From an optimization exercise on the open Yosys and OpenROAD flow, aimed at small area; shortcuts taken in it are not production practice.
In this exercise RTL edits were held to simulation tests only and were not proved equivalent to the original.
Power figures rest on the tool's default switching activity, not on a simulated workload.

**flow/design.v**
```verilog
module RiscvProcessor # (parameter [31:0] INITIAL_PC = 32'h00400000)
(
input clk, rst,
input [31:0] instruction,
input [31:0] dReadData,
output [31:0] PC,
output [31:0] dAddress, dWriteData,
output MemRead,
output MemWrite
);
wire [31:0] ins = instruction;
wire [4:0] op = ins[6:2];
wire [2:0] f3 = ins[14:12];
wire is_lui   = (op == 5'b01101);
wire is_auipc = (op == 5'b00101);
wire is_jal   = (op == 5'b11011);
wire is_jalr  = (op == 5'b11001);
wire is_br    = (op == 5'b11000);
wire is_load  = (op == 5'b00000);
wire is_store = (op == 5'b01000);
wire is_opi   = (op == 5'b00100);
wire is_op    = (op == 5'b01100);
assign MemRead  = (ins[6:0] == 7'b0000011);
assign MemWrite = (ins[6:0] == 7'b0100011);
reg [31:1] pc;
wire [31:0] pc_full = {pc, 1'b0};
wire [31:0] imm_i = {{20{ins[31]}}, ins[31:20]};
wire [31:0] imm_s = {{20{ins[31]}}, ins[31:25], ins[11:7]};
wire [31:0] imm_u = {ins[31:12], 12'b0};
wire [31:0] imm_j = {{11{ins[31]}}, ins[31], ins[19:12], ins[20], ins[30:21], 1'b0};
wire [31:0] imm_b = {{19{ins[31]}}, ins[31], ins[7], ins[30:25], ins[11:8], 1'b0};
reg [31:0] imm;
always @(*) begin
  if (is_store)               imm = imm_s;
  else if (is_lui | is_auipc) imm = imm_u;
  else if (is_jal)            imm = imm_j;
  else                        imm = imm_i;
end
wire use_imm = ~(is_op | is_br);
wire rd1_pc  = is_auipc | is_jal;
wire rd1_en  = ~(is_lui | is_auipc | is_jal);
wire reg_write = ~(is_br | is_store);
wire [31:0] rs1, rs2, wd;
register_file U4 (
  .clk(clk), .reset(rst),
  .read_addr_1(ins[19:15]), .read_addr_2(ins[24:20]),
  .write_addr(ins[11:7]), .write_data(wd), .reg_write(reg_write),
  .rd1_en(rd1_en), .rd1_pc(rd1_pc), .alt_1(pc_full),
  .read_data_1(rs1), .read_data_2(rs2)
);
wire [31:0] opb = use_imm ? imm : rs2;
wire alu_f = is_op | is_opi;
wire sub = is_br | (alu_f & (f3[2:1] == 2'b01)) | (is_op & ins[30] & (f3 == 3'b000));
wire [31:0] sum, lo;
wire eq, lt, ltu;
ALU alu_unit (
  .a(rs1), .b(opb), .sub(sub), .f3(f3), .f7b(ins[30]),
  .sum(sum), .logic_out(lo), .eq(eq), .lt(lt), .ltu(ltu)
);
wire cond = (f3[2] ? (f3[1] ? ltu : lt) : eq) ^ f3[0];
wire taken = is_br & cond;
wire [31:0] poff = taken ? imm_b : 32'd4;
wire [31:0] pnext = pc_full + poff;
wire jump = is_jal | is_jalr;
wire [31:1] pc_next = jump ? sum[31:1] : pnext[31:1];
always @(posedge clk or negedge rst)
  if (!rst)
    pc <= INITIAL_PC[31:1];
  else
    pc <= pc_next;
wire ld_sgn = ~f3[2];
wire ld_ext = ld_sgn & (f3[0] ? dReadData[15] : dReadData[7]);
wire [31:0] ld = {f3[1] ? dReadData[31:16] : {16{ld_ext}},
                  (f3[1] | f3[0]) ? dReadData[15:8] : {8{ld_ext}},
                  dReadData[7:0]};
wire use_sum = is_lui | is_auipc | (alu_f & (f3 == 3'b000));
assign wd = ({32{use_sum}} & sum) |
            ({32{jump}} & pnext) |
            ({32{is_load}} & ld) |
            ({32{alu_f & (f3 != 3'b000)}} & lo);
assign dAddress = sum;
assign dWriteData = {rs2[31:16] & {16{f3[1]}}, rs2[15:8] & {8{f3[1] | f3[0]}}, rs2[7:0]};
assign PC = pc_full;
endmodule
module ALU (
  input  [31:0] a,
  input  [31:0] b,
  input         sub,         
  input  [2:0]  f3,
  input         f7b,         
  output [31:0] sum,
  output [31:0] logic_out,   
  output        eq,
  output        lt,
  output        ltu
);
wire [31:0] bx = b ^ {32{sub}};
wire [32:0] s = {1'b0, a} + {1'b0, bx} + {32'b0, sub};
assign sum = s[31:0];
assign ltu = ~s[32];
assign lt  = (a[31] ^ b[31]) ? a[31] : s[31];
wire [31:0] x = a ^ b;
assign eq = ~|x;
wire left = ~f3[2];
reg [31:0] arev;
integer i;
always @(*)
  for (i = 0; i < 32; i = i + 1)
    arev[i] = a[31 - i];
wire [31:0] sin = left ? arev : a;
wire fill = f7b & a[31] & ~left;
wire [63:0] sx = {{32{fill}}, sin} >> b[4:0];
wire [31:0] sr = sx[31:0];
reg [31:0] srev;
always @(*)
  for (i = 0; i < 32; i = i + 1)
    srev[i] = sr[31 - i];
reg [31:0] lo;
always @(*) begin
  case (f3)
    3'b001: lo = srev;
    3'b010: lo = {31'b0, lt};
    3'b011: lo = {31'b0, ltu};
    3'b100: lo = x;
    3'b101: lo = sr;
    3'b110: lo = a | b;
    3'b111: lo = a & b;
    default: lo = 32'b0;
  endcase
end
assign logic_out = lo;
endmodule
module register_file (
  input         clk,
  input         reset,
  input  [4:0]  read_addr_1,
  input  [4:0]  read_addr_2,
  input  [4:0]  write_addr,
  input  [31:0] write_data,
  input         reg_write,
  input         rd1_en,       
  input         rd1_pc,       
  input  [31:0] alt_1,
  output [31:0] read_data_1,
  output [31:0] read_data_2
);
reg  [31:1] valid;
wire [31:0] r [0:31];
wire [31:1] we, nwe;
wire [31:0] sel1, sel2;
assign sel1[0] = rd1_pc;
assign sel2[0] = 1'b0;
assign r[0] = alt_1;
genvar k, b;
generate
for (k = 1; k < 32; k = k + 1) begin : regs
  assign we[k]   = reg_write & (write_addr == k);
  assign nwe[k]  = ~we[k];
  assign sel1[k] = rd1_en & valid[k] & (read_addr_1 == k);
  assign sel2[k] = valid[k] & (read_addr_2 == k);
  always @(posedge clk or negedge reset)
    if (!reset)
      valid[k] <= 1'b0;
    else if (we[k])
      valid[k] <= 1'b1;
  reg  [31:0] q;
  wire [31:0] d;
  for (b = 0; b < 32; b = b + 1) begin : bits
    rf_ao22 en (.a1(we[k]), .a2(write_data[b]), .b1(nwe[k]), .b2(q[b]), .y(d[b]));
  end
  always @(posedge clk)
    q <= d;
  assign r[k] = q;
end
for (b = 0; b < 32; b = b + 1) begin : rbits
  wire [10:0] n1;
  wire [10:0] n2;
  for (k = 0; k < 10; k = k + 1) begin : grp
    rf_aoi222 p1 (.a1(sel1[3*k+1]), .a2(r[3*k+1][b]), .b1(sel1[3*k+2]), .b2(r[3*k+2][b]),
                  .c1(sel1[3*k+3]), .c2(r[3*k+3][b]), .y(n1[k]));
    rf_aoi222 p2 (.a1(sel2[3*k+1]), .a2(r[3*k+1][b]), .b1(sel2[3*k+2]), .b2(r[3*k+2][b]),
                  .c1(sel2[3*k+3]), .c2(r[3*k+3][b]), .y(n2[k]));
  end
  assign n1[10] = ~((sel1[0] & r[0][b]) | (sel1[31] & r[31][b]));
  assign n2[10] = ~(sel2[31] & r[31][b]);
  assign read_data_1[b] = ~&n1;
  assign read_data_2[b] = ~&n2;
end
endgenerate
endmodule
module rf_ao22 (input a1, a2, b1, b2, output y);
assign y = (a1 & a2) | (b1 & b2);
endmodule
module rf_aoi222 (input a1, a2, b1, b2, c1, c2, output y);
assign y = ~((a1 & a2) | (b1 & b2) | (c1 & c2));
endmodule
```
**flow/run.sh**
```bash
#!/bin/bash
# synth_recipe.tcl (not shown) runs the flow's synth.tcl, then flattens the netlist and writes it again
# the make line also repeats each setting of config.mk as NAME=value (left out here)
make -C /OpenROAD-flow-scripts/flow DESIGN_CONFIG=/design/flow/config.mk WORK_HOME=/design/flow/orfs CLKGATE_MAP_FILE= SYNTH_SCRIPT=/design/flow/synth_recipe.tcl finish
```
**flow/config.mk**
```make
export PLATFORM = sky130hd
export DESIGN_NAME = RiscvProcessor
export DESIGN_NICKNAME = RiscvProcessor
export VERILOG_FILES = /design/flow/design.v
export SDC_FILE = /design/flow/constraint.sdc
export NUM_CORES = 4
export LEC_CHECK = 0
export CAP_MARGIN = 20
export CORE_MARGIN = 2
export CORE_UTILIZATION = 40
export SLEW_MARGIN = 20
export SYNTH_HIERARCHICAL = 1
export SYNTH_MINIMUM_KEEP_SIZE = 0
```
**flow/constraint.sdc**
```tcl
create_clock -name core_clock -period 16.0 [get_ports {clk}]
set_input_delay 3.2000 -clock core_clock [delete_from_list [all_inputs] [get_ports {clk}]]
set_output_delay 3.2000 -clock core_clock [all_outputs]
set_load 0.01 [all_outputs]
```
==> flow_metrics.env <==
export IMPL_status="no timing/DRC/antenna violations"
export IMPL_max_freq_mhz=66.4
export IMPL_grt_max_degree=71
export IMPL_ys_top_cells_by_area="dfxtp_1 40%, a22o_1 18%, a222oi_1 13%, dfrtp_1 3.1%, ha_1 2.7%"
export IMPL_required_ns=16.67
export IMPL_finalWirelength_um=283000
export IMPL_yosysMostFrequentCell="a22o_1"
export IMPL_nets=5214
export IMPL_maxCapViolations=0
export IMPL_period_needed_ns=15.05
export IMPL_critPathKind="input port to register"
export IMPL_drt_pass1_iterations=14
export IMPL_ys_seq_area_share_pct=43.0
export IMPL_rows=129
export IMPL_slowest_delay_ns=1.08
export IMPL_cp_common_cell="nand2_1"
export IMPL_clk_latency_ns=0.79
export IMPL_cts_setup_buffers=0
export IMPL_fin_skew_ns=0.0689
export IMPL_endpoint_kind="register"
export IMPL_start_util_pct=40.3
export IMPL_dpl_hpwl_um=195000
export IMPL_area_growth_synth_to_final_pct=19.2
export IMPL_ys_dominant_reg_cell="dfxtp_1"
export IMPL_initialDrtViolationCount=12000
export IMPL_port_buffers=162
export IMPL_seqCellArea_um2=21400
export IMPL_ios=164
export IMPL_cts_tree="yes"
export IMPL_drc=0
export IMPL_cts_root_buf="clkbuf_16"
export IMPL_final_max_slew_viol_count=0
export IMPL_fp_dieH_um=357
export IMPL_clkSlewWorstSetupHoldPaths_ns=0.07
export IMPL_die_x_um=357
export IMPL_drive_above_1_share_pct=12.1
export IMPL_fin_util_pct=48.0
export IMPL_stdcell_count=6784
export IMPL_nFillCells=11400
export IMPL_grtUsageTotal_pct=42.6
export IMPL_synthesis_area_um2=49800
export IMPL_grt_pass1_vias=46900
export IMPL_core_area_um2=124000
export IMPL_antenna_found_initial=24
export IMPL_synth_async_reset_ratio_pct=5.88
export IMPL_fin_crit_sh_pct=94.1
export IMPL_multiInputGateArea_um2=27700
export IMPL_power_density_nw_per_um2=127
export IMPL_cpMaxStageDelayCell="a222oi_1"
export IMPL_place_gp_congestion=1.08
export IMPL_synth_largest_area_cell="dfxtp_1"
export IMPL_p_total_w=0.00754
export IMPL_cp_arrival_ns=15.72
export IMPL_cts_max_level=3
export IMPL_cts_buffers=112
export IMPL_ant_nets=0
export IMPL_relSlewSlack_pct=11.4
export IMPL_synth_edff_count=0
export IMPL_holdBufCountCts=0
export IMPL_vias_per_cell=7.70
export IMPL_gr_total_overflow=0
export IMPL_clockBufferDepth=3
export IMPL_rrSetupSlack_ns=5.08
export IMPL_start_kind="input port"
export IMPL_p_leak_nw=23.5
export IMPL_synth_common_cells="1000 x a22o_1, 992 x dfxtp_1, 662 x a222oi_1, 249 x nand2_1, 139 x nand4_1"
export IMPL_synth_top_area_share_pct=39.9
export IMPL_die_area_um2=127000
export IMPL_vias=52200
export IMPL_vdd_drop_max_uv=121
export IMPL_setup_tns_ns=0
export IMPL_wl_per_cell_um=41.8
export IMPL_hold_class="register to register"
export IMPL_clkSinkCount=1054
export IMPL_yosysWarnings=9
export IMPL_holdWs_ns=0.483
export IMPL_setup_viol_count_final=0
export IMPL_yosysUniqueCellTypes=96
export IMPL_finalHoldViolCount=0
export IMPL_grt_pass1_wl_um=386000
export IMPL_yosys_register_bits=1054
export IMPL_syn_inst=4613
export IMPL_cts_resized=0
export IMPL_avgSynthCellArea_um2=10.8
export IMPL_tightest_slew_ns=1.33
export IMPL_crit_fanout=31
export IMPL_dp_cells=6556
export IMPL_rsz0062_at_grt="false"
[metal layers]
| metal | track usage [%] | routed length [um] | part of all wire (%) | vias to the layer above |
|---|---|---|---|---|
| met4 | 28.8 | 23600 | 8.3 | 20 |
| met2 | 57.8 | 111000 | 39 | 4754 |
| met1 | 54.8 | 105000 | 37 | 25600 |
| met5 | 0 | 139 | 0.049 | - |
| met3 | 17.2 | 43800 | 15 | 888 |
| li1 | - | - | - | 21000 |
[through the flow]
| stage | instance area, um^2 | worst slack, ns |
|---|---|---|
| after global placement | 55200 | 1.18 |
| after detailed placement | 55300 | 1.01 |
| after CTS | 59300 | 1.62 |
| final | 59400 | 0.948 |
| after global routing | 59400 | 0.803 |
| after floorplan | 49800 | 1.67 |
[per-module statistics from Yosys (local to each module, per instance)]
module,copies in the design,area [um^2],cells inside,flip-flops and latches
rf_aoi222,640,10.0,1,0
rf_ao22,992,8.76,1,0
ALU,1,6790,883,0
RiscvProcessor,1,4100,562,31
register_file,1,23800,1536,1023
[area by class of cell]
type	count	share of cell area [%]
Clock buffer	161	5.56
Timing Repair Buffer	426	6.11
Sequential cell	1054	36.1
Tap cell	1637	3.45
Clock inverter	50	1.30
Multi-Input combinational cell	3317	46.7
Inverter	128	0.809
Antenna cell	11	0.0463
[registers in the layout, summed over array words and instances (netlist names)]
| name | flops |
|---|---|
| U4.regs.q | 992 |
| U4.valid | 31 |
| pc | 31 |
[placed cells by master, fill, tap and decap left out, types with 84 or more instances in the layout]
| cell | instances |
|---|---|
| o21ai_0 | 95 |
| dfxtp_1 | 992 |
| clkbuf_16 | 115 |
| ha_1 | 107 |
| nor2_1 | 107 |
| a21oi_1 | 84 |
| inv_1 | 121 |
| a22o_1 | 1000 |
| buf_4 | 257 |
| nand2_1 | 243 |
| clkdlybuf4s50_1 | 158 |
| nand4_1 | 139 |
| a222oi_1 | 662 |
[critical path, delay by kind of cell]
kind            cells  cell delay (ns)
compound gates     11             3.95
xor+xnor            2             0.46
fa+ha+maj           2             0.68
buf+inv             6             1.84
mux                 2             0.29
simple gates       18             5.19
[worst paths after layout]
| check | start | endpoint | depth (start not counted) |
|---|---|---|---|
| min in group asynchronous | rst | pc[29] | 1 |
| max in group asynchronous | rst | U4.valid[25] | 2 |
| min reg2reg | U4.valid[14] | U4.valid[14] | 1 |
| max | instruction[6] | U4.regs[27].q[29] | 41 |
| min | U4.valid[14] | U4.valid[14] | 1 |
| max reg2reg | U4.valid[5] | U4.regs[27].q[29] | 33 |
[report_power, final]
group	internal, W	leakage [nW]	total [W]	switching, W
combinational	0.000543	12.7	0.00140	0.000855
clock	0.00168	1.99	0.00289	0.00120
sequential	0.00293	8.76	0.00325	0.000326
[kinds of logic (layout without fill, tap and decap cells)]
logic type,after synthesis,in the layout,synth area share [%]
AO/OA/AOI/OAI,2149,2149,37.8
XOR/XNOR,91,91,1.60
adder cells (fa/ha/maj),109,109,2.77
buffers and inverters,243,765,2.13
flip-flops,1054,1054,43.0
multiplexers,113,113,3.74
other,1,13,0.00753
AND/OR/NAND/NOR,853,853,8.92

## afterwards: timing with drivers on the ports
No port has a modelled driver above. Below, the same layout with a new extraction and two added sets of constraints. Step 1, drivers: a clkbuf_16 drives clk and a buf_2 each remaining input, both assumed. Step 2 times the ports against the registers' clock, not the clock port: input delays grow and output delays shrink by t, the midpoint of the rising clock arrivals with the driver on. Slacks: no drivers / after step 1 / after step 2; pairs: no drivers / after step 1.
shift t [ns]: 0.827
setup slack, ns: 0.948 / 0.994 / 0.167
clock arrival spread, ns: 0.069 / 0.069
slew at the worst register clock pin (ns): 0.07 / 0.07
After both steps setup and hold are still met in this run. The setup slack of this run moves by +0.046 ns with the drivers and by -0.781 ns with both steps.
